This design comes from an exercise in tuning for small area, a short achievable clock period and few clock cycles per item on the open sky130 flow, not from production work.
Only simulation tests tie the RTL to the original design; equivalence was not proved.
No activity file was given, so power comes from the tool's default toggle rates.

==> flow/design.v (outline; a module is shown in full before it is edited, if it fits) <==
// module SET: 2779 lines
module SET ( clk , rst, en, central, radius, mode, busy, valid, candidate );
  // ...
==> flow/flow/run.sh <==
#!/bin/bash
# Own flow: the standard layout (standard.sh), with these changes:
#  - synthesis maps logic with the ABC script in flow/area.abc instead of ORFS's
#    abc_speed.script (everything else in synthesis is synth_recipe.tcl unchanged);
#  - no full/half-adder cell extraction (ADDER_MAP_FILE empty), so ABC maps the adders too;
#  - port buffering uses sky130_fd_sc_hd__buf_4 for every input and output port.
set -euo pipefail
W=$(pwd)
export FLOW_FLOW_ABC_SCRIPT="$W/flow/area.abc"
cat flow/abc_override.tcl synth_recipe.tcl > my_synth.tcl
sed -e "s#SYNTH_SCRIPT=[^ ]*#SYNTH_SCRIPT=$W/my_synth.tcl#" \
    -e "s#CLKGATE_MAP_FILE= #CLKGATE_MAP_FILE= ADDER_MAP_FILE= 'BUFFER_PORTS_ARGS=-buffer_cell sky130_fd_sc_hd__buf_4' #" \
    standard.sh > my_standard.sh
grep -q "SYNTH_SCRIPT=$W/my_synth.tcl" my_standard.sh
grep -q "BUFFER_PORTS_ARGS" my_standard.sh
bash my_standard.sh > make_flow.log 2>&1
==> flow/flow/abc_override.tcl <==
# Same synthesis as synth_recipe.tcl, except that the technology-mapping ABC call
# uses the script in flow/area.abc instead of ORFS's abc_speed.script.
proc abc {args} {
  set i [lsearch -exact $args -script]
  if {$i >= 0} { lset args [expr {$i + 1}] $::env(FLOW_FLOW_ABC_SCRIPT) }
  puts "abc (flow override): $args"
  yosys abc {*}$args
}
==> flow/flow/area.abc <==
strash
&get -n
&fraig -x
&put
dc2
strash
&get -n
&dch -f
&nf -R 1000 -p
&put
==> flow/standard.sh <==
#!/bin/bash
# synth_recipe.tcl (not shown) runs the flow's synth.tcl, then flattens the netlist and writes it again
# the make line also repeats each setting of config.mk as NAME=value (left out here)
make -C /OpenROAD-flow-scripts/flow DESIGN_CONFIG=/design/flow/config.mk WORK_HOME=/design/flow/orfs CLKGATE_MAP_FILE= SYNTH_SCRIPT=/design/flow/synth_recipe.tcl "${@:-finish}"
==> flow/config.mk <==
export PLATFORM = sky130hd
export DESIGN_NAME = SET
export DESIGN_NICKNAME = SET
export VERILOG_FILES = /design/flow/design.v
export SDC_FILE = /design/flow/constraint.sdc
export NUM_CORES = 4
export LEC_CHECK = 0
export CAP_MARGIN = 20
export CORE_MARGIN = 2
export CORE_UTILIZATION = 45
export SETUP_SLACK_MARGIN = 5
export SLEW_MARGIN = 20
==> flow/constraint.sdc <==
create_clock -name core_clock -period 11.0 [get_ports {clk}]
set_input_delay 2.2000 -clock core_clock [delete_from_list [all_inputs] [get_ports {clk}]]
set_output_delay 2.2000 -clock core_clock [all_outputs]
set_load 0.01 [all_outputs]
==> impl_metrics.env, run 1 <==
export IMPL_ctsResizeCount=212
export IMPL_hold_class="in -> async"
export IMPL_fin_tns_setup_ns=0
export IMPL_syn_nets=2170
export IMPL_synthCells=2129
export IMPL_met2_length_um=25900
export IMPL_postCtsHoldBufs=0
export IMPL_pg_clk_uw=99.0
export IMPL_seq_power_uw=160
export IMPL_required_ns=11.16
export IMPL_seq_cell_share_pct=2.90
export IMPL_worst_path_stages=20
export IMPL_multi_input_area_share_pct=84.4
export IMPL_status="timing/DRC/antenna clean"
export IMPL_synth_most_common_cell="nand2_1"
export IMPL_buffers=158
export IMPL_n_tap_cell=335
export IMPL_peakVddDrop_mv=0.479
export IMPL_routed_wirelength_um=61500
export IMPL_cp_buffers_inverters=2
export IMPL_design_seq_count=22
export IMPL_busiest_layer="met2"
export IMPL_multi_input_cells=2085
export IMPL_globalRouteMet1Util_pct=53.9
export IMPL_grt_pass1_vias=15600
export IMPL_grt_first_pass_wirelength_um=90600
export IMPL_synth_edf_count=0
export IMPL_clock_fmax_ghz=0.164
Testbench counts, summed over its fixed seeds: cycles 520, items 512.
==> run 2, diff against run 1 <==
--- a/flow/design.v
+++ b/flow/design.v
@@ -2721,59 +2721,59 @@
 wire t63 = t20 ^ t22 ^ t24;
 wire t64 = (t20 & t22) | (t20 & t24) | (t22 & t24);
 wire t65 = t26 ^ t28 ^ t30;
 wire t66 = (t26 & t28) | (t26 & t30) | (t28 & t30);
 wire t67 = t32 ^ t34 ^ t36;
 wire t68 = (t32 & t34) | (t32 & t36) | (t34 & t36);
 wire t69 = t38 ^ t40 ^ t42;
 wire t70 = (t38 & t40) | (t38 & t42) | (t40 & t42);
-wire t71 = t43 ^ t45 ^ t47;
-wire t72 = (t43 & t45) | (t43 & t47) | (t45 & t47);
-wire t73 = t49 ^ t51 ^ t53;
-wire t74 = (t49 & t51) | (t49 & t53) | (t51 & t53);
-wire t75 = t44 ^ t46 ^ t48;
-wire t76 = (t44 & t46) | (t44 & t48) | (t46 & t48);
-wire t77 = t50 ^ t52 ^ t54;
-wire t78 = (t50 & t52) | (t50 & t54) | (t52 & t54);
-wire t79 = t56 ^ t57 ^ t59;
-wire t80 = (t56 & t57) | (t56 & t59) | (t57 & t59);
-wire t81 = t61 ^ t63 ^ t65;
-wire t82 = (t61 & t63) | (t61 & t65) | (t63 & t65);
-wire t83 = t58 ^ t60 ^ t62;
-wire t84 = (t58 & t60) | (t58 & t62) | (t60 & t62);
-wire t85 = t64 ^ t66 ^ t68;
-wire t86 = (t64 & t66) | (t64 & t68) | (t66 & t68);
-reg [20:0] ps;
-always @(posedge clk) ps <= {t86, t84, t70, t85, t83, t82, t80, t78, t76, t69, t67, t81, t79, t77, t75, t74, t72, f[63], t55, t73, t71};
-wire t87 = ps[0] ^ ps[1] ^ ps[2];
-wire t88 = (ps[0] & ps[1]) | (ps[0] & ps[2]) | (ps[1] & ps[2]);
-wire t89 = ps[4] ^ ps[5] ^ ps[6];
-wire t90 = (ps[4] & ps[5]) | (ps[4] & ps[6]) | (ps[5] & ps[6]);
-wire t91 = ps[7] ^ ps[8] ^ ps[9];
-wire t92 = (ps[7] & ps[8]) | (ps[7] & ps[9]) | (ps[8] & ps[9]);
-wire t93 = ps[12] ^ ps[13] ^ ps[14];
-wire t94 = (ps[12] & ps[13]) | (ps[12] & ps[14]) | (ps[13] & ps[14]);
-wire t95 = ps[15] ^ ps[16] ^ ps[17];
-wire t96 = (ps[15] & ps[16]) | (ps[15] & ps[17]) | (ps[16] & ps[17]);
+reg [28:0] ps;
+always @(posedge clk) ps <= {t70, t68, t66, t64, t62, t60, t58, t69, t67, t65, t63, t61, t59, t57, t56, t54, t52, t50, t48, t46, t44, f[63], t55, t53, t51, t49, t47, t45, t43};
+wire t71 = ps[0] ^ ps[1] ^ ps[2];
+wire t72 = (ps[0] & ps[1]) | (ps[0] & ps[2]) | (ps[1] & ps[2]);
+wire t73 = ps[3] ^ ps[4] ^ ps[5];
+wire t74 = (ps[3] & ps[4]) | (ps[3] & ps[5]) | (ps[4] & ps[5]);
+wire t75 = ps[8] ^ ps[9] ^ ps[10];
+wire t76 = (ps[8] & ps[9]) | (ps[8] & ps[10]) | (ps[9] & ps[10]);
+wire t77 = ps[11] ^ ps[12] ^ ps[13];
+wire t78 = (ps[11] & ps[12]) | (ps[11] & ps[13]) | (ps[12] & ps[13]);
+wire t79 = ps[14] ^ ps[15] ^ ps[16];
+wire t80 = (ps[14] & ps[15]) | (ps[14] & ps[16]) | (ps[15] & ps[16]);
+wire t81 = ps[17] ^ ps[18] ^ ps[19];
+wire t82 = (ps[17] & ps[18]) | (ps[17] & ps[19]) | (ps[18] & ps[19]);
+wire t83 = ps[22] ^ ps[23] ^ ps[24];
+wire t84 = (ps[22] & ps[23]) | (ps[22] & ps[24]) | (ps[23] & ps[24]);
+wire t85 = ps[25] ^ ps[26] ^ ps[27];
+wire t86 = (ps[25] & ps[26]) | (ps[25] & ps[27]) | (ps[26] & ps[27]);
+wire t87 = t71 ^ t73 ^ ps[6];
+wire t88 = (t71 & t73) | (t71 & ps[6]) | (t73 & ps[6]);
+wire t89 = t72 ^ t74 ^ t75;
+wire t90 = (t72 & t74) | (t72 & t75) | (t74 & t75);
+wire t91 = t77 ^ t79 ^ t81;
+wire t92 = (t77 & t79) | (t77 & t81) | (t79 & t81);
+wire t93 = t76 ^ t78 ^ t80;
+wire t94 = (t76 & t78) | (t76 & t80) | (t78 & t80);
+wire t95 = t82 ^ t83 ^ t85;
+wire t96 = (t82 & t83) | (t82 & t85) | (t83 & t85);
 wire t97 = t88 ^ t89 ^ t91;
 wire t98 = (t88 & t89) | (t88 & t91) | (t89 & t91);
 wire t99 = t90 ^ t92 ^ t93;
 wire t100 = (t90 & t92) | (t90 & t93) | (t92 & t93);
-wire t101 = t94 ^ t96 ^ ps[19];
-wire t102 = (t94 & t96) | (t94 & ps[19]) | (t96 & ps[19]);
-wire t103 = t97 ^ ps[10] ^ ps[11];
-wire t104 = (t97 & ps[10]) | (t97 & ps[11]) | (ps[10] & ps[11]);
+wire t101 = t94 ^ t96 ^ t84;
+wire t102 = (t94 & t96) | (t94 & t84) | (t96 & t84);
+wire t103 = t97 ^ ps[20] ^ ps[21];
+wire t104 = (t97 & ps[20]) | (t97 & ps[21]) | (ps[20] & ps[21]);
 wire t105 = t98 ^ t99 ^ t95;
 wire t106 = (t98 & t99) | (t98 & t95) | (t99 & t95);
-wire t107 = t100 ^ t101 ^ ps[20];
-wire t108 = (t100 & t101) | (t100 & ps[20]) | (t101 & ps[20]);
-wire t109 = t104 ^ t105 ^ ps[18];
-wire t110 = (t104 & t105) | (t104 & ps[18]) | (t105 & ps[18]);
+wire t107 = t100 ^ t101 ^ t86;
+wire t108 = (t100 & t101) | (t100 & t86) | (t101 & t86);
+wire t109 = t104 ^ t105 ^ ps[28];
+wire t110 = (t104 & t105) | (t104 & ps[28]) | (t105 & ps[28]);
 wire t111 = t110 ^ t106 ^ t107;
 wire t112 = (t110 & t106) | (t110 & t107) | (t106 & t107);
 wire t113 = t112 ^ t108 ^ t102;
 wire t114 = (t112 & t108) | (t112 & t102) | (t108 & t102);
 wire [6:0] sa = {1'b0, t114, t113, t111, t109, t103, t87};
-wire [6:0] sb = {1'b0, 1'b0, 1'b0, 1'b0, 1'b0, 1'b0, ps[3]};
+wire [6:0] sb = {1'b0, 1'b0, 1'b0, 1'b0, 1'b0, 1'b0, ps[7]};
 wire [6:0] sum = sa + sb;
 assign candidate = {1'b0, sum};
 endmodule
==> flow/flow/run.sh (replaced) <==
#!/bin/bash
# Own flow: the standard layout (standard.sh), with these changes:
#  - synthesis maps logic with the ABC script in flow/area.abc instead of ORFS's
#    abc_speed.script (everything else in synthesis is synth_recipe.tcl unchanged);
#  - no full/half-adder cell extraction (ADDER_MAP_FILE empty), so ABC maps the adders too;
#  - timing repair aims for 5.5 ns of setup slack (SETUP_SLACK_MARGIN=5.5); the clock stays 11 ns;
#  - port buffering uses sky130_fd_sc_hd__buf_4 for every input and output port.
set -euo pipefail
W=$(pwd)
export FLOW_FLOW_ABC_SCRIPT="$W/flow/area.abc"
cat flow/abc_override.tcl synth_recipe.tcl > my_synth.tcl
sed -e "s#SYNTH_SCRIPT=[^ ]*#SYNTH_SCRIPT=$W/my_synth.tcl#" \
    -e "s#CLKGATE_MAP_FILE= #CLKGATE_MAP_FILE= ADDER_MAP_FILE= SETUP_SLACK_MARGIN=5.5 'BUFFER_PORTS_ARGS=-buffer_cell sky130_fd_sc_hd__buf_4' #" \
    standard.sh > my_standard.sh
grep -q "SYNTH_SCRIPT=$W/my_synth.tcl" my_standard.sh
grep -q "BUFFER_PORTS_ARGS" my_standard.sh
bash my_standard.sh > make_flow.log 2>&1
==> flow/config.mk (replaced) <==
export PLATFORM = sky130hd
export DESIGN_NAME = SET
export DESIGN_NICKNAME = SET
export VERILOG_FILES = /design/flow/design.v
export SDC_FILE = /design/flow/constraint.sdc
export NUM_CORES = 4
export LEC_CHECK = 0
export CAP_MARGIN = 20
export CORE_MARGIN = 2
export CORE_UTILIZATION = 45
export SLEW_MARGIN = 20
==> impl_metrics.env, run 2 <==
export IMPL_post_dp_hpwl_um=42100
export IMPL_synth_main_ff_cell="dfxtp_1"
export IMPL_antenna_left=0
export IMPL_cp_buffers_inverters=1
export IMPL_clock_path_buffers=2
export IMPL_setup_worst_path_class="reg -> out"
export IMPL_htree_levels=2
export IMPL_critPathLaunch="ps[1]"
export IMPL_slew_headroom_pct=20.3
export IMPL_fin_cells=2620
export IMPL_synth_most_common_cell="nand2_1"
export IMPL_drv_slew=0
export IMPL_async_reset_ff_share_pct=3.33
export IMPL_whs_ns=1.76
export IMPL_synth_common_cells="nand2_1, nor2_1, o21ai_0, a21oi_1, o22ai_1"
export IMPL_finalSetupViolCount=0
export IMPL_nets=2325
export IMPL_routed_wirelength_um=57100
export IMPL_fillCellCount=2592
export IMPL_fin_tns_setup_ns=0
export IMPL_status="timing/DRC/antenna clean"
export IMPL_via_count=17800
export IMPL_n_antenna_cell=0
export IMPL_largest_register_ffs=29
export IMPL_synth_top_area_cell="nand2_1"
export IMPL_yosysWarnings=1
export IMPL_core_area_mm2=0.0260
export IMPL_fin_crit_sh_pct=51.9
export IMPL_required_ns=8.80
export IMPL_grt_start_max_net_pins=50
export IMPL_crit_fanout=4
export IMPL_gp_congestion=1.02
export IMPL_grt_setup_unrepaired="true"
export IMPL_portBuffers=46
export IMPL_antenna_found_initial=0
export IMPL_p_total_mw=3.66
export IMPL_overflow=0
export IMPL_yosysSeqAreaShare_pct=5.11
export IMPL_power_leakage_nw=5.78
export IMPL_endpoint="candidate[5]"
export IMPL_final_util_pct=58.9
export IMPL_cts_root_buf="clkbuf_16"
export IMPL_drtIter0Drc=2889
export IMPL_grt_pass1_vias=14900
export IMPL_via_per_inst=6.81
export IMPL_syn_to_final_growth_pct=29.2
export IMPL_yosysTopAreaCellShare_pct=13.2
export IMPL_dieWidth_um=166
export IMPL_syn_nets=2168
export IMPL_largestRegisters="ps x29, valid x1"
export IMPL_worst_path_stages=18
export IMPL_stdcell_area_mm2=0.0153
export IMPL_hold_class="in -> async"
export IMPL_regMostFlops="ps"
export IMPL_grt_use_total_pct=37.2
export IMPL_p_per_area_mw_per_mm2=239
export IMPL_cpPeakStageDelay_ns=0.37
export IMPL_hold_violations=0
export IMPL_chipHeight_um=166
export IMPL_grt_first_pass_wirelength_um=83600
export IMPL_dpl_cell_area_mm2=0.0128
export IMPL_synth_edf_count=0
export IMPL_path_cells="maj3_2, a21o_1, nor2_4, a21oi_4, nor2_2, nor2_2, xor2_1, maj3_1, and2_4, nor2_2, nor2_4, nor2_4, o21ai_4, or3_4, o31ai_4, o22a_1, nor2_1, buf_4"
export IMPL_cts_clk_slew_worst_paths_ns=0.05
export IMPL_crit_arrival_ns=3.51
export IMPL_cp_slowest_cell="maj3_1"
export IMPL_cts_sink_count=30
export IMPL_cp_start_kind="flip-flop"
export IMPL_io_pin_count=51
export IMPL_peakVddDrop_mv=1.79
export IMPL_setup_slack_ns=5.29
export IMPL_maxCapViolations=0
export IMPL_drive_gt1_share_pct=20.8
export IMPL_die_area_mm2=0.0276
export IMPL_drc_errors=0
export IMPL_mostFrequentLayoutCell="nand2_1"
export IMPL_timing_final_crit_period_ns=5.71
export IMPL_initial_core_util_pct=45.6
export IMPL_path_delay_family="simple AND/OR/NAND/NOR gates"
export IMPL_pre_cts_ws_ns=4.31
export IMPL_avgRoutedWirePerCell_um=21.8
export IMPL_placed_cells=2530
export IMPL_ys_top_cells_by_area="nand2_1, o21ai_0, a21oi_1"
export IMPL_drt_first_pass_iters=7
export IMPL_num_rows=59
export IMPL_cts_tree="done"
export IMPL_synth_seq_cells=30
export IMPL_syn_area_mm2=0.0118
export IMPL_synthCells=2127
export IMPL_synth_cell_types=62
export IMPL_end_kind="output pin"
export IMPL_clock_fmax_ghz=0.175
export IMPL_synth_avg_cell_area_um2=5.57
export IMPL_final_cell_mix="nand2_1, nor2_1, a21oi_1"
export IMPL_numCtsBuffers=5
export IMPL_tightest_slew_ns=1.18
export IMPL_postCtsHoldBufs=0
==> run 2: cell types whose count changed after synthesis, moves of 17 or more <==
cell / change
a21oi_1: +25
o21ai_0: +33
a22oi_1: -48
o22ai_1: +22
nor2_1: -24
nand2_1: +46
a211oi_1: -23
o211ai_1: +17
nor3_1: -17
==> run 2: power by group <==
part,internal [mW],total (mW),switching [mW]
combinational,1.53,3.31,1.78
sequential,0.172,0.214,0.0424
clock,0.0895,0.135,0.0454
total,1.79,3.66,1.87
==> run 2: cells by family after synthesis <==
kind of cell    share of synthesized area [%]
compound gates                           45.5
xor+xnor                                 5.66
buf+inv                                 0.919
simple gates                             36.7
mux                                      1.69
other cells                            0.0317
fa+ha+maj                                4.39
flops                                    5.11
==> run 2: what timing repair did <==
| action | CTS | global route |
|---|---|---|
| gates cloned | 0 | 4 |
| buffers inserted | 23 | 55 |
| pin swaps | 30 | 77 |
| endpoints found under the setup margin | 33 | 32 |
| gates resized for setup | 188 | 322 |
==> run 2: worst min-delay path by stage <==
| stage | from | to | depth (start not counted) | slack, ns |
|---|---|---|---|---|
| 2_1_floorplan | rst | valid | 1 | 1.92 |
| 3_3_place_gp | rst | valid | 2 | 2.04 |
| 3_5_place_dp | rst | valid | 2 | 2.04 |
| 4_1_cts | rst | valid | 2 | 1.76 |
| 5_1_grt | rst | valid | 2 | 1.76 |
| 6_report | rst | valid | 2 | 1.76 |
==> run 2: layout make-up <==
| type | count | area, µm² | share of cell area, % |
|---|---|---|---|
| sequential | 30 | 613 | 4.01 |
| clock inverter | 1 | 5.00 | 0.0327 |
| timing repair buffer | 149 | 1210 | 7.88 |
| tap | 335 | 419 | 2.74 |
| clock buffer | 7 | 143 | 0.932 |
| inverter | 25 | 119 | 0.777 |
| multi-input combinational | 2073 | 12800 | 83.6 |
==> run 2: metal layers <==
metal	GRT usage, %	part of all wire (%)	vias up
met5	0	0	-
met4	21.1	7.7	0
met3	5.96	13	279
met2	58.6	43	1231
met1	48.3	37	8089
li1	-	-	8249
Testbench counts of run 2, summed over its fixed seeds: cycles 520, items 512.
==> run 3, diff against run 2 <==
==> flow/flow/run.sh (replaced) <==
#!/bin/bash
# Own flow: the standard layout (standard.sh), with these changes:
#  - synthesis maps logic with the ABC script in flow/area.abc instead of ORFS's
#    abc_speed.script (everything else in synthesis is synth_recipe.tcl unchanged);
#  - no full/half-adder cell extraction (ADDER_MAP_FILE empty), so ABC maps the adders too;
#  - port buffering uses sky130_fd_sc_hd__buf_4 for every input and output port.
set -euo pipefail
W=$(pwd)
export FLOW_FLOW_ABC_SCRIPT="$W/flow/area.abc"
cat flow/abc_override.tcl synth_recipe.tcl > my_synth.tcl
sed -e "s#SYNTH_SCRIPT=[^ ]*#SYNTH_SCRIPT=$W/my_synth.tcl#" \
    -e "s#CLKGATE_MAP_FILE= #CLKGATE_MAP_FILE= ADDER_MAP_FILE= 'BUFFER_PORTS_ARGS=-buffer_cell sky130_fd_sc_hd__buf_4' #" \
    standard.sh > my_standard.sh
grep -q "SYNTH_SCRIPT=$W/my_synth.tcl" my_standard.sh
grep -q "BUFFER_PORTS_ARGS" my_standard.sh
bash my_standard.sh > make_flow.log 2>&1
--- a/flow/config.mk
+++ b/flow/config.mk
@@ -9,3 +9,4 @@
 export CORE_MARGIN = 2
 export CORE_UTILIZATION = 45
+export SETUP_SLACK_MARGIN = 5
 export SLEW_MARGIN = 20
==> impl_metrics.env, run 3 <==
export IMPL_status="timing/DRC/antenna clean"
export IMPL_via_per_inst=6.77
export IMPL_dieWidth_um=166
export IMPL_dpl_cell_area_mm2=0.0128
export IMPL_fin_tns_setup_ns=0
export IMPL_cp_buffers_inverters=1
export IMPL_clock_path_buffers=2
export IMPL_synth_seq_cells=30
export IMPL_synth_cell_types=62
export IMPL_synth_avg_cell_area_um2=5.57
export IMPL_ys_top_cells_by_area="nand2_1, o21ai_0, a21oi_1"
export IMPL_nets=2265
export IMPL_intPower_mw=1.60
export IMPL_pwr_share_clk_pct=4.6
export IMPL_grt_pass1_vias=14300
export IMPL_cts_sink_count=30
export IMPL_syn_area_mm2=0.0118
export IMPL_power_switching_mw=1.73
export IMPL_cp_slowest_cell="a22oi_2"
export IMPL_synth_main_ff_cell="dfxtp_1"
export IMPL_drtIter0Drc=2875
export IMPL_drc_errors=0
export IMPL_hold_violations=0
export IMPL_grt_start_max_net_pins=50
export IMPL_num_rows=59
export IMPL_finalSetupViolCount=0
export IMPL_slew_headroom_pct=26.2
export IMPL_timing_final_crit_period_ns=5.89
export IMPL_mostFrequentLayoutCell="nand2_1"
export IMPL_chipHeight_um=166
export IMPL_pwr_share_seq_pct=6.3
export IMPL_cts_root_buf="clkbuf_16"
export IMPL_required_ns=11.19
export IMPL_wl_met1_um=20700
export IMPL_routed_wirelength_um=53900
export IMPL_regMostFlops="ps"
export IMPL_synth_top_area_cell="nand2_1"
export IMPL_path_cells="buf_4, nor2_1, nand2_1, a22oi_2, a211oi_1, o22ai_1, nand2_1, maj3_1, a21oi_1, a21oi_4, o21ai_0, maj3_1"
export IMPL_yosysSeqAreaShare_pct=5.11
export IMPL_final_cell_mix="nand2_1, nor2_1, o21ai_0, a21oi_1, o22ai_1"
export IMPL_syn_to_final_growth_pct=15.0
export IMPL_hold_class="in -> async"
export IMPL_core_area_mm2=0.0260
export IMPL_portBuffers=46
export IMPL_antenna_left=0
export IMPL_fin_crit_sh_pct=53.5
export IMPL_synth_most_common_cell="nand2_1"
export IMPL_synth_edf_count=0
export IMPL_synthCells=2127
export IMPL_power_leakage_nw=5.17
export IMPL_largest_register_ffs=29
export IMPL_top_layer_used="met5"
export IMPL_grt_setup_unrepaired="true"
export IMPL_stdcell_area_mm2=0.0136
export IMPL_postCtsHoldBufs=0
export IMPL_drv_slew=0
export IMPL_syn_nets=2168
export IMPL_end_kind="flip-flop"
export IMPL_maxCapViolations=0
export IMPL_cts_tree="done"
export IMPL_crit_arrival_ns=6.08
export IMPL_avgRoutedWirePerCell_um=21.0
export IMPL_initial_core_util_pct=45.6
export IMPL_setup_worst_path_class="in -> reg"
export IMPL_crit_fanout=13
export IMPL_p_comb_share_pct=89.0
export IMPL_clock_fmax_ghz=0.170
export IMPL_grt_first_pass_wirelength_um=80600
export IMPL_htree_levels=2
export IMPL_post_dp_hpwl_um=41400
export IMPL_wl_met3_um=6510
export IMPL_cts_clk_slew_worst_paths_ns=0.05
export IMPL_peakVddDrop_mv=1.32
export IMPL_met2_length_um=23400
export IMPL_cp_start_kind="input port"
export IMPL_die_area_mm2=0.0276
export IMPL_gp_congestion=1.07
export IMPL_n_antenna_cell=0
export IMPL_synth_common_cells="nand2_1, nor2_1, o21ai_0, a21oi_1, o22ai_1"
export IMPL_antenna_found_initial=2
export IMPL_io_pin_count=51
export IMPL_async_reset_ff_share_pct=3.33
export IMPL_via_count=17300
export IMPL_yosysWarnings=1
export IMPL_overflow=0
export IMPL_tightest_slew_ns=1.10
export IMPL_swShare_pct=51.9
export IMPL_yosysTopAreaCellShare_pct=13.2
export IMPL_final_util_pct=52.4
export IMPL_path_delay_family="compound AO/OA/AOI/OAI gates"
export IMPL_numCtsBuffers=5
export IMPL_largestRegisters="ps x29, valid x1"
export IMPL_grt_use_total_pct=36.0
export IMPL_drive_gt1_share_pct=9.26
export IMPL_p_per_area_mw_per_mm2=244
export IMPL_cpPeakStageDelay_ns=0.76
export IMPL_drt_first_pass_iters=10
[run 3: cell counts after synthesis]
No cell type changed its count.
[run 3: layout make-up]
cell class	instances	area, µm²
fill	2789	12400
multi-input combinational	2070	11600
timing repair buffer	92	694
sequential	30	607
tap	335	419
clock buffer	5	125
inverter	25	105
clock inverter	3	40.0
[run 3: metal layers]
metal / track usage, % / vias up
li1: - / 8108
met1: 47.4 / 7783
met2: 57.5 / 1213
met3: 5.82 / 235
met4: 17.2 / 4
met5: 0 / -
[run 3: cell families after synthesis]
kind of cell | Yosys count | synth area share, %
and+or+nand+nor | 1013 | 36.7
AOI/OAI and AO/OA | 910 | 45.5
xor gates and xnor gates | 75 | 5.66
adders and majority gates | 52 | 4.39
DFF | 30 | 5.11
buffers and inverters | 27 | 0.919
muxes | 19 | 1.69
other | 1 | 0.0317
[run 3: worst max-delay path by stage]
stage | from | end | cells after the start
after floorplan | central[14] | ps[6] | 15
after global placement | radius[10] | ps[11] | 17
after detailed placement | radius[10] | ps[11] | 17
after CTS | central[11] | ps[11] | 14
after global routing | ps[14] | candidate[5] | 21
final | central[1] | ps[11] | 12
[run 3: per-stage QoR]
stage	hold slack (ns)	cells	power [mW]	worst slack, ns
5_1_grt	1.76	2560	3.59	4.92
3_3_place_gp	2.04	2531	2.54	4.48
3_5_place_dp	2.05	2531	2.59	4.35
4_1_cts	1.75	2539	2.80	4.91
6_report	1.75	2560	3.33	5.11
2_1_floorplan	1.92	2127	1.88	5.04
[run 3: timing repair]
| item | in CTS | in global routing |
|---|---|---|
| setup buffers | 0 | 21 |
| pin swaps | 0 | 27 |
| endpoints found under the setup margin | 14 | 32 |
| gates resized for setup | 17 | 125 |
[run 3: power by group through the flow]
stage,combinational [mW],sequential [mW],clock (mW)
6_report,2.96,0.211,0.153
2_1_floorplan,1.68,0.201,0
4_1_cts,2.44,0.209,0.156
3_5_place_dp,2.38,0.212,0
3_3_place_gp,2.33,0.209,0
5_1_grt,3.22,0.218,0.160
==> run 4, diff against run 3 <==
--- a/flow/config.mk
+++ b/flow/config.mk
@@ -6,7 +6,7 @@
 export NUM_CORES = 4
 export LEC_CHECK = 0
-export CAP_MARGIN = 20
+export CAP_MARGIN = 0
 export CORE_MARGIN = 2
 export CORE_UTILIZATION = 45
 export SETUP_SLACK_MARGIN = 5
-export SLEW_MARGIN = 20
+export SLEW_MARGIN = 0
==> impl_metrics.env, run 4 <==
export IMPL_synth_top_area_cell="nand2_1"
export IMPL_yosysWarnings=1
export IMPL_grt_start_max_net_pins=50
export IMPL_numCtsBuffers=5
export IMPL_synth_edf_count=0
export IMPL_synth_common_cells="nand2_1, nor2_1, o21ai_0, a21oi_1, o22ai_1"
export IMPL_chipHeight_um=166
export IMPL_overflow=0
export IMPL_final_cell_mix="nand2_1, nor2_1, a21oi_1"
export IMPL_synthAdderAreaFrac_pct=4.39
export IMPL_avgRoutedWirePerCell_um=21.0
export IMPL_grt_first_pass_wirelength_um=80600
export IMPL_synth_main_ff_cell="dfxtp_1"
export IMPL_multiInputGateArea_mm2=0.0116
export IMPL_n_antenna_cell=0
export IMPL_pwr_share_clk_pct=4.6
export IMPL_drt_first_pass_iters=10
export IMPL_die_area_mm2=0.0276
export IMPL_clock_path_buffers=2
export IMPL_antenna_found_initial=2
export IMPL_pwr_share_seq_pct=6.3
export IMPL_peakVddDrop_mv=1.32
export IMPL_end_kind="flip-flop"
export IMPL_p_per_area_mw_per_mm2=245
export IMPL_crit_arrival_ns=6.06
export IMPL_synth_most_common_cell="nand2_1"
export IMPL_core_area_mm2=0.0260
export IMPL_fillCellCount=2784
export IMPL_largestRegisters="ps x29, valid x1"
export IMPL_clock_fmax_ghz=0.170
export IMPL_cts_sink_count=30
export IMPL_routed_wirelength_um=53700
export IMPL_seqCellArea_um2=607
export IMPL_setup_worst_path_class="in -> reg"
export IMPL_required_ns=11.19
export IMPL_path_delay_family="compound AO/OA/AOI/OAI gates"
export IMPL_yosysTopAreaCellShare_pct=13.2
export IMPL_power_leakage_nw=5.16
export IMPL_slew_headroom_pct=12.7
export IMPL_status="timing/DRC/antenna clean"
export IMPL_num_rows=59
export IMPL_via_per_inst=6.75
export IMPL_drtIter0Drc=2774
export IMPL_grt_setup_unrepaired="true"
export IMPL_yosys_area_share_simple_pct=36.7
export IMPL_via_count=17300
export IMPL_cts_tree="done"
export IMPL_htree_levels=2
export IMPL_maxCapViolations=0
export IMPL_cp_buffers_inverters=1
export IMPL_fin_crit_sh_pct=53.3
export IMPL_cts_root_buf="clkbuf_16"
export IMPL_synth_seq_cells=30
export IMPL_hold_violations=0
export IMPL_synth_cell_types=62
export IMPL_cpPeakStageDelay_ns=0.77
export IMPL_syn_nets=2168
export IMPL_synthCells=2127
export IMPL_post_dp_hpwl_um=41400
export IMPL_power_switching_mw=1.73
export IMPL_io_pin_count=51
export IMPL_nets=2263
export IMPL_drive_gt1_share_pct=9.09
export IMPL_final_util_pct=52.3
export IMPL_p_comb_share_pct=89.0
export IMPL_crit_fanout=13
export IMPL_cts_clk_slew_worst_paths_ns=0.05
export IMPL_portBuffers=46
export IMPL_tightest_slew_ns=1.30
export IMPL_postCtsHoldBufs=0
export IMPL_initial_core_util_pct=45.6
export IMPL_synth_avg_cell_area_um2=5.57
export IMPL_timing_final_crit_period_ns=5.87
export IMPL_syn_area_mm2=0.0118
export IMPL_gp_congestion=1.07
export IMPL_synthMuxAreaShare_pct=1.69
export IMPL_fin_tns_setup_ns=0
export IMPL_syn_to_final_growth_pct=14.8
export IMPL_synth_compound_area_share_pct=45.5
export IMPL_largest_register_ffs=29
export IMPL_path_cells="buf_4, nor2_1, nand2_1, a22oi_2, a211oi_1, o22ai_1, nand2_1, maj3_1, a21oi_1, a21oi_4, o21ai_0, maj3_1"
export IMPL_finalSetupViolCount=0
export IMPL_swShare_pct=51.9
export IMPL_drc_errors=0
export IMPL_grt_pass1_vias=14300
export IMPL_ys_top_cells_by_area="nand2_1, o21ai_0, a21oi_1"
export IMPL_cp_slowest_cell="a22oi_2"
export IMPL_regMostFlops="ps"
export IMPL_mostFrequentLayoutCell="nand2_1"
export IMPL_drv_slew=0
export IMPL_yosys_area_share_xor_xnor_pct=5.66
export IMPL_async_reset_ff_share_pct=3.33
export IMPL_antenna_left=0
export IMPL_grt_use_total_pct=36.0
export IMPL_dieWidth_um=166
export IMPL_yosysSeqAreaShare_pct=5.11
export IMPL_hold_class="in -> async"
export IMPL_intPower_mw=1.60
export IMPL_synth_top_family_by_area="compound AO/OA/AOI/OAI gates"
export IMPL_cp_start_kind="input port"
[run 4: area by class of cell]
class / count / share of cell area (%)
flip-flops and latches: 30 / 4.46
clock buffers: 5 / 0.920
clock inverters: 3 / 0.294
multi-input cells: 2070 / 85.5
well taps: 335 / 3.08
inverters: 25 / 0.773
repair buffers: 90 / 4.99
[run 4: metal layers]
layer | vias up | share of wire [%] | GRT usage, %
met4 | 4 | 6.2 | 17.2
met1 | 7757 | 38 | 47.4
met3 | 237 | 12 | 5.82
li1 | 8116 | - | -
met2 | 1160 | 43 | 57.5
met5 | - | 0.060 | 0
[run 4: timing repair]
item | CTS | global route
setup buffers | 0 | 19
pin swaps | 0 | 29
resized for setup | 17 | 130
endpoints found under the setup margin | 14 | 32
[run 4: power by group through the flow]
stage          Clock [mW]  Sequential (mW)  Combinational (mW)
2_1_floorplan           0            0.201                1.68
3_3_place_gp            0            0.209                2.33
3_5_place_dp            0            0.212                2.38
4_1_cts             0.156            0.209                2.44
5_1_grt             0.160            0.218                3.22
6_report            0.153            0.211                2.96
[run 4: cell families after synthesis]
kind of cell | after synthesis
xor gates and xnor gates | 75
muxes | 19
DFF | 30
buffers and inverters | 27
AOI/OAI and AO/OA | 910
and+or+nand+nor | 1013
adders and majority gates | 52
other | 1
[run 4: worst paths after layout]
kind,start,endpoint,slack [ns],cells past startpoint
min in group core_clock,en,valid,2.03,1
max in group asynchronous,rst,valid,9.17,2
hold / removal,rst,valid,1.75,2
setup / recovery,central[1],ps[11],5.13,12
[run 4: per-stage QoR]
step           worst slack [ns]  instances  area [µm²]  hold slack (ns)  power (mW)
4_1_cts                    4.91       2539       13000             1.75        2.80
5_1_grt                    4.92       2558       13600             1.76        3.59
6_report                   5.13       2558       13600             1.75        3.33
2_1_floorplan              5.04       2127       11800             1.92        1.88
3_5_place_dp               4.35       2531       12800             2.05        2.59
3_3_place_gp               4.48       2531       12800             2.04        2.54

## port drivers added, routing unchanged
Ports are ideal in the flow. The routed layouts listed here were re-timed in OpenROAD.
Step 1 assumes that a clkbuf_16 drives the clock port and a buf_2 every other input.
Step 2 adds t to the input delays and takes it off the output delays; t is the mean of the earliest and latest rising clock arrival at the registers after step 1. Input paths then give back, and output paths get back, about the clock's delay inside the block.
a / b / c = ideal ports / drivers / drivers and shift; a / b = the first two.
| run | shift t [ns] | setup slack, ns | slew at the worst register clock pin (ns) |
|---|---|---|---|
| run 1 | 0.279 | 4.888 / 4.896 / 4.617 | 0.06 / 0.06 |
| run 2 | 0.300 | 5.289 / 5.258 / 5.253 | 0.05 / 0.05 |
| run 3 | 0.309 | 5.114 / 5.117 / 4.818 | 0.05 / 0.05 |
| run 4 | 0.309 | 5.135 / 5.118 / 4.838 | 0.05 / 0.05 |
After both steps setup and hold are still met in every run listed. For run 4, which loses most, drivers alone change the setup slack by -0.017 ns; drivers and shift together by -0.297 ns.
